Source: an optimization exercise on an open RTL-to-GDS flow (aim: small area). Production flows keep margins and buffers that such runs may drop. Function was checked by simulation only, so behaviour that the tests miss may differ from the original. Power figures rest on the tool's default switching activity, not on a simulated workload.

==> build 60: inputs <==
==> flow/design.v <==
module pianotiles(
		CLOCK_50,
		reset,
		KEY,
		plot,
		vga_x,
		vga_y,
		vga_colour,
		HEX0,
		HEX1,
		LEDR
		);
	input 			CLOCK_50;
	input			reset;
	input 	[3:0] KEY;
	output			plot;
	output	[8:0]	vga_x;
	output	[7:0]	vga_y;
	output	[2:0]	vga_colour;
	output [6:0] HEX0;
	output [6:0] HEX1;
	output [17:0] LEDR;
	reg [1:0] game_state;
	assign LEDR[1:0] = game_state;
	assign LEDR[3:2] = 2'b00;
	assign LEDR[5:4] = game_state;
	assign LEDR[13:6] = 8'd0;
	assign LEDR[17:14] = KEY;
	assign plot = (game_state == 2'd1);
	reg [3:0] rate;
	wire tick = (rate == 4'd7);
	always @(posedge CLOCK_50)
		if (reset) rate <= 4'd0;
		else rate <= rate + 4'd1;
	reg [8:0] n0;
	reg [5:0] n1;
	always @(posedge CLOCK_50)
		if (reset) begin
			n0 <= 9'h100;
			n1 <= 6'h20;
		end else begin
			n0 <= {n0[7:0], n0[3] ^ n0[8]};
			n1 <= {n1[4:0], n1[5] ^ n1[0]};
		end
	wire [1:0] rnd = {n0[0], n1[0]};
	reg [7:0] S;
	reg [5:0] f;
	reg [1:0] q0, q1, q2, q3, q4, q5;
	reg [50:0] B;
	reg [5:0] A;	 
	reg [1:0] ac;
	reg [7:0] score;
	function [2:0] tile_idx;
		input [7:0] r;
		input [5:0] ff;
		reg [8:0] d;
		begin
			d = {1'b0, r} - {3'b0, ff};
			if (d[8] || d == 9'd0) tile_idx = 3'd0;
			else if (d <= 9'd51) tile_idx = 3'd1;
			else if (d <= 9'd102) tile_idx = 3'd2;
			else if (d <= 9'd153) tile_idx = 3'd3;
			else if (d <= 9'd204) tile_idx = 3'd4;
			else tile_idx = 3'd5;
		end
	endfunction
	function [1:0] pick;
		input [2:0] i;
		input [1:0] c0, c1, c2, c3, c4, c5;
		case (i)
			3'd0: pick = c0;
			3'd1: pick = c1;
			3'd2: pick = c2;
			3'd3: pick = c3;
			3'd4: pick = c4;
			default: pick = c5;
		endcase
	endfunction
	wire new_tile = (f == 6'd51);
	wire [5:0] nf = new_tile ? 6'd1 : f + 6'd1;
	wire [1:0] nq0 = new_tile ? rnd : q0;
	wire [1:0] nq1 = new_tile ? q0 : q1;
	wire [1:0] nq2 = new_tile ? q1 : q2;
	wire [1:0] nq3 = new_tile ? q2 : q3;
	wire [1:0] nq4 = new_tile ? q3 : q4;
	wire [1:0] nq5 = new_tile ? q4 : q5;
	wire [7:0] nS = (S == 8'd240) ? S : S + 8'd1;
	wire [50:0] sB = {B[49:0], (S >= 8'd189)};
	wire lit239 = sB[49] & (nS >= 8'd239);
	wire [1:0] c239 = pick(tile_idx(8'd239, nf), nq0, nq1, nq2, nq3, nq4, nq5);
	wire hit = (A != 6'd63) && (A != 6'd0) && (KEY == ~(4'b1000 >> ac));
	wire [49:0] clr;
	genvar gi;
	generate
		for (gi = 0; gi < 50; gi = gi + 1) begin : g_clr
			assign clr[gi] = hit && (A >= 6'd50 - gi) &&
				(pick(tile_idx(8'd190 + gi, nf), nq0, nq1, nq2, nq3, nq4, nq5) == ac);
		end
	endgenerate
	wire start = tick && (game_state != 2'd1) && (KEY != 4'hf);
	wire step = tick && (game_state == 2'd1);
	always @(posedge CLOCK_50) begin
		if (reset) begin
			game_state <= 2'd0;
			S <= 8'd0;
			score <= 8'd0;
		end else if (start) begin
			game_state <= 2'd1;
			S <= 8'd0;
			f <= 6'd1;
			q0 <= rnd;
			A <= 6'd63;
			ac <= 2'd0;
			score <= 8'd0;
		end else if (step) begin
			S <= nS;
			f <= nf;
			q0 <= nq0; q1 <= nq1; q2 <= nq2; q3 <= nq3; q4 <= nq4; q5 <= nq5;
			B <= sB & ~{1'b0, clr};
			if (A == 6'd63) begin
				if (lit239) begin
					A <= 6'd50;
					ac <= c239;
				end
			end else if (A != 6'd0) begin
				if (hit) begin
					score <= score + 8'd1;
					if (lit239 && c239 != ac) begin
						A <= 6'd50;
						ac <= c239;
					end else
						A <= 6'd63;
				end else
					A <= A - 6'd1;
			end else
				game_state <= 2'd2;
		end
	end
	reg [8:0] x;
	reg [7:0] y;
	reg [2:0] colour;
	wire xwrap = (x == 9'd320);
	wire [8:0] nx = xwrap ? 9'd0 : x + 9'd1;
	wire [7:0] ny = xwrap ? ((y == 8'd240) ? 8'd0 : y + 8'd1) : y;
	wire [1:0] cx = (nx < 9'd80) ? 2'd0 : (nx < 9'd160) ? 2'd1 :
		(nx < 9'd240) ? 2'd2 : (nx < 9'd320) ? 2'd3 : 2'd0;
	wire [63:0] Bv = {B[1:0], 13'd0, B[50:2]};
	wire blit = Bv[ny[5:0]];
	wire lit = (ny != 8'd0) && (S >= ny) && ((ny < 8'd190) || blit);
	wire [1:0] rc = pick(tile_idx(ny, f), q0, q1, q2, q3, q4, q5);
	always @(posedge CLOCK_50)
		if (reset) begin
			x <= 9'd0;
			y <= 8'd0;
			colour <= 3'b111;
		end else begin
			x <= nx;
			y <= ny;
			colour <= (lit && rc == cx) ? {1'b0, cx} + 3'd1 : 3'b111;
		end
	assign vga_x = x;
	assign vga_y = y;
	assign vga_colour = colour;
	hex_decoder hd1(score[7:4], HEX1);
	hex_decoder hd0(score[3:0], HEX0);
endmodule
module hex_decoder(hex_digit, segments);
    input [3:0] hex_digit;
    output reg [6:0] segments;
    always @(*)
        case (hex_digit)
            4'h0: segments = 7'b100_0000;
            4'h1: segments = 7'b111_1001;
            4'h2: segments = 7'b010_0100;
            4'h3: segments = 7'b011_0000;
            4'h4: segments = 7'b001_1001;
            4'h5: segments = 7'b001_0010;
            4'h6: segments = 7'b000_0010;
            4'h7: segments = 7'b111_1000;
            4'h8: segments = 7'b000_0000;
            4'h9: segments = 7'b001_1000;
            4'hA: segments = 7'b000_1000;
            4'hB: segments = 7'b000_0011;
            4'hC: segments = 7'b100_0110;
            4'hD: segments = 7'b010_0001;
            4'hE: segments = 7'b000_0110;
            default: segments = 7'b000_1110;
        endcase
endmodule
==> flow/run.sh <==
#!/bin/bash
# synth_recipe.tcl (not shown) runs the flow's synth.tcl, then flattens the netlist and writes it again
# the make line also repeats each setting of config.mk as NAME=value (left out here)
make -C /OpenROAD-flow-scripts/flow DESIGN_CONFIG=/design/flow/config.mk WORK_HOME=/design/flow/orfs CLKGATE_MAP_FILE= SYNTH_SCRIPT=/design/flow/synth_recipe.tcl finish
==> flow/config.mk <==
export PLATFORM = sky130hd
export DESIGN_NAME = pianotiles
export DESIGN_NICKNAME = pianotiles
export VERILOG_FILES = /design/flow/design.v
export SDC_FILE = /design/flow/constraint.sdc
export NUM_CORES = 4
export LEC_CHECK = 0
export CAP_MARGIN = 20
export CORE_MARGIN = 2
export CORE_UTILIZATION = 40
export PLACE_DENSITY = 0.6
export SLEW_MARGIN = 20
==> flow/constraint.sdc <==
create_clock -name core_clock -period 10.0 [get_ports {CLOCK_50}]
set_input_delay 2.0000 -clock core_clock [delete_from_list [all_inputs] [get_ports {CLOCK_50}]]
set_output_delay 2.0000 -clock core_clock [all_outputs]
set_load 0.01 [all_outputs]
==> build 92 (differences from build 60) <==
==> flow/design.v, changed modules only <==
module pianotiles(
		CLOCK_50,
		reset,
		KEY,
		plot,
		vga_x,
		vga_y,
		vga_colour,
		HEX0,
		HEX1,
		LEDR
		);
	input 			CLOCK_50;
	input			reset;
	input 	[3:0] KEY;
	output			plot;
	output	[8:0]	vga_x;
	output	[7:0]	vga_y;
	output	[2:0]	vga_colour;
	output [6:0] HEX0;
	output [6:0] HEX1;
	output [17:0] LEDR;
	reg [1:0] game_state;
	assign LEDR[1:0] = game_state;
	assign LEDR[3:2] = 2'b00;
	assign LEDR[5:4] = game_state;
	assign LEDR[13:6] = 8'd0;
	assign LEDR[17:14] = KEY;
	assign plot = (game_state == 2'd1);
	reg [3:0] rate;
	wire tick = (rate == 4'd7);
	always @(posedge CLOCK_50)
		if (reset) rate <= 4'd0;
		else rate <= rate + 4'd1;
	reg [8:0] n0;
	reg [5:0] n1;
	always @(posedge CLOCK_50)
		if (reset) begin
			n0 <= 9'h100;
			n1 <= 6'h20;
		end else begin
			n0 <= {n0[7:0], n0[3] ^ n0[8]};
			n1 <= {n1[4:0], n1[5] ^ n1[0]};
		end
	wire [1:0] rnd = {n0[0], n1[0]};
	reg [5:0] f;
	reg [2:0] T;
	reg [1:0] q0, q1, q2, q3, q4, q5;
	reg [5:0] k3, k4, k5;
	reg P, R240;
	reg [5:0] A;	 
	reg [1:0] ac;
	reg [7:0] score;
	wire new_tile = (f == 6'd51);
	wire [5:0] nf = new_tile ? 6'd1 : f + 6'd1;
	wire [2:0] nT = (new_tile && T != 3'd5) ? T + 3'd1 : T;
	wire [1:0] nq0 = new_tile ? rnd : q0;
	wire [1:0] nq1 = new_tile ? q0 : q1;
	wire [1:0] nq2 = new_tile ? q1 : q2;
	wire [1:0] nq3 = new_tile ? q2 : q3;
	wire [1:0] nq4 = new_tile ? q3 : q4;
	wire [1:0] nq5 = new_tile ? q4 : q5;
	wire [5:0] nk3 = new_tile ? 6'd51 : k3;
	wire [5:0] nk4 = new_tile ? k3 : k4;
	wire [5:0] nk5 = new_tile ? k4 : k5;
	wire t4 = (nf >= 6'd35);
	wire [1:0] c239 = t4 ? nq4 : nq5;
	wire [5:0] o239 = t4 ? 6'd21 - nf : 6'd34 - nf;  
	wire [2:0] i239 = t4 ? 3'd4 : 3'd5;
	wire lit239 = (i239 <= nT) && !(i239 == nT && o239 == 6'd50) &&
		(o239 < (t4 ? nk4 : nk5));
	wire hit = (A != 6'd63) && (A != 6'd0) && (KEY == ~(4'b1000 >> ac));
	wire [6:0] u = A + nf;
	wire [7:0] v3 = 8'd137 - u;
	wire [7:0] v4 = 8'd86 - u;
	wire [7:0] v5 = 8'd35 - u;
	function [5:0] cut;
		input [5:0] k;
		input [7:0] v;
		input m;
		if (m && v[7]) cut = 6'd0;
		else if (m && v < k) cut = v[5:0];
		else cut = k;
	endfunction
	wire [5:0] ck3 = cut(nk3, v3, hit && nq3 == ac);
	wire [5:0] ck4 = cut(nk4, v4, hit && nq4 == ac);
	wire [5:0] ck5 = cut(nk5, v5, hit && nq5 == ac);
	wire start = tick && (game_state != 2'd1) && (KEY != 4'hf);
	wire step = tick && (game_state == 2'd1);
	always @(posedge CLOCK_50) begin
		if (reset) begin
			game_state <= 2'd0;
			f <= 6'd1;
			T <= 3'd0;
			score <= 8'd0;
		end else if (start) begin
			game_state <= 2'd1;
			f <= 6'd1;
			T <= 3'd0;
			q0 <= rnd;
			A <= 6'd63;
			score <= 8'd0;
		end else if (step) begin
			f <= nf;
			T <= nT;
			q0 <= nq0; q1 <= nq1; q2 <= nq2; q3 <= nq3; q4 <= nq4; q5 <= nq5;
			k3 <= ck3; k4 <= ck4; k5 <= ck5;
			R240 <= P;
			P <= lit239 && !(hit && c239 == ac);
			if (A == 6'd63) begin
				if (lit239) begin
					A <= 6'd50;
					ac <= c239;
				end
			end else if (A != 6'd0) begin
				if (hit) begin
					score <= score + 8'd1;
					if (lit239 && c239 != ac) begin
						A <= 6'd50;
						ac <= c239;
					end else
						A <= 6'd63;
				end else
					A <= A - 6'd1;
			end else
				game_state <= 2'd2;
		end
	end
	reg [8:0] x;
	reg [7:0] y;
	reg [2:0] colour;
	wire xwrap = (x == 9'd320);
	wire [8:0] nx = xwrap ? 9'd0 : x + 9'd1;
	wire [7:0] ny = xwrap ? ((y == 8'd240) ? 8'd0 : y + 8'd1) : y;
	wire [1:0] cx = (nx < 9'd80) ? 2'd0 : (nx < 9'd160) ? 2'd1 :
		(nx < 9'd240) ? 2'd2 : (nx < 9'd320) ? 2'd3 : 2'd0;
	wire [8:0] dd = {1'b0, ny} - {3'b0, f};
	wire [2:0] di = (dd[8] || dd == 9'd0) ? 3'd0 : (dd <= 9'd51) ? 3'd1 :
		(dd <= 9'd102) ? 3'd2 : (dd <= 9'd153) ? 3'd3 : (dd <= 9'd204) ? 3'd4 : 3'd5;
	wire [5:0] oo = dd[5:0] + ((di == 3'd0) ? 6'd50 : (di == 3'd1) ? 6'd63 :
		(di == 3'd2) ? 6'd12 : (di == 3'd3) ? 6'd25 : (di == 3'd4) ? 6'd38 : 6'd51);
	wire [5:0] kk = (di == 3'd3) ? k3 : (di == 3'd4) ? k4 : (di == 3'd5) ? k5 : 6'd51;
	wire [1:0] rc = (di == 3'd0) ? q0 : (di == 3'd1) ? q1 : (di == 3'd2) ? q2 :
		(di == 3'd3) ? q3 : (di == 3'd4) ? q4 : q5;
	wire lit = (ny != 8'd0) && (di <= T) && !(di == T && oo == 6'd50) &&
		((ny == 8'd240) ? R240 : (oo < kk));
	always @(posedge CLOCK_50)
		if (reset) begin
			x <= 9'd0;
			y <= 8'd0;
			colour <= 3'b111;
		end else begin
			x <= nx;
			y <= ny;
			colour <= (lit && rc == cx) ? {1'b0, cx} + 3'd1 : 3'b111;
		end
	assign vga_x = x;
	assign vga_y = y;
	assign vga_colour = colour;
	localparam [111:0] SEG = {
		7'b000_1110, 7'b000_0110, 7'b010_0001, 7'b100_0110,
		7'b000_0011, 7'b000_1000, 7'b001_1000, 7'b000_0000,
		7'b111_1000, 7'b000_0010, 7'b001_0010, 7'b001_1001,
		7'b011_0000, 7'b010_0100, 7'b111_1001, 7'b100_0000};
	assign HEX0 = SEG[score[3:0] * 7 +: 7];
	assign HEX1 = SEG[score[7:4] * 7 +: 7];
endmodule
// module hex_decoder removed
==> results.txt <==
| metric | build 92 | build 60 |
|---|---|---|
| GR Layer Usage met2 | 0.298 | 0.438 |
| Per-instance average area after synthesis | 8.55 um2 | 8.04 um2 |
| Clock tree buffer count of the final layout | 9 | 17 |
| Sequential fraction of total cell area | 0.261 | 0.225 |
| Sw Share | 0.242 | 0.264 |
| Syn. warnings | 1 | 2 |
| Cell Pwr Density | 88.4 nW/um2 | 81.6 nW/um2 |
| Primary FF master, synth | dfxtp_1 | edfxtp_1 |
| Standard cell core area | 20000 um2 | 37600 um2 |
| Crit-path max FO | 19 | 27 |
| Design Power | 0.000799 W | 0.00135 W |
| Worst Path Arrival | 7850 ps | 6030 ps |
| Run status | complete, no violations | complete, no violations |
| Via count of the first global-routing pass | 6189 | 14000 |
| Fin util | 0.451 | 0.441 |
| Total number of clock tree sinks | 98 | 148 |
| Cell area after technology mapping | 8080 um2 | 15200 um2 |
| Inverters | 64 | 72 |

re-timing with driven ports:
How much do the figures lean on ideal ports? The routed layouts below were timed once more, with nothing changed but the port constraints.
Step 1: set_driving_cell puts a clkbuf_16 on CLOCK_50 and a buf_2 on each other input, an assumption about the parent block.
Step 2 times the ports against the registers' clock, not the clock port: input delays grow and output delays shrink by t, the midpoint of the rising clock arrivals with the driver on.
Three values: ideal, step 1, step 2; two values: the first two.
run | t, ns | setup slack, ns | hold slack, ns | worst setup path after step 2 | slew at the worst register clock pin (ns)
build 60 | 0.500 | 4.131 / 4.131 / 4.131 | 0.417 / 0.417 / 0.417 | register to register | 0.09 / 0.09
build 92 | 0.404 | 2.391 / 2.391 / 2.391 | 0.412 / 0.412 / 0.412 | register to register | 0.08 / 0.08
After both steps setup and hold are still met in every run listed.
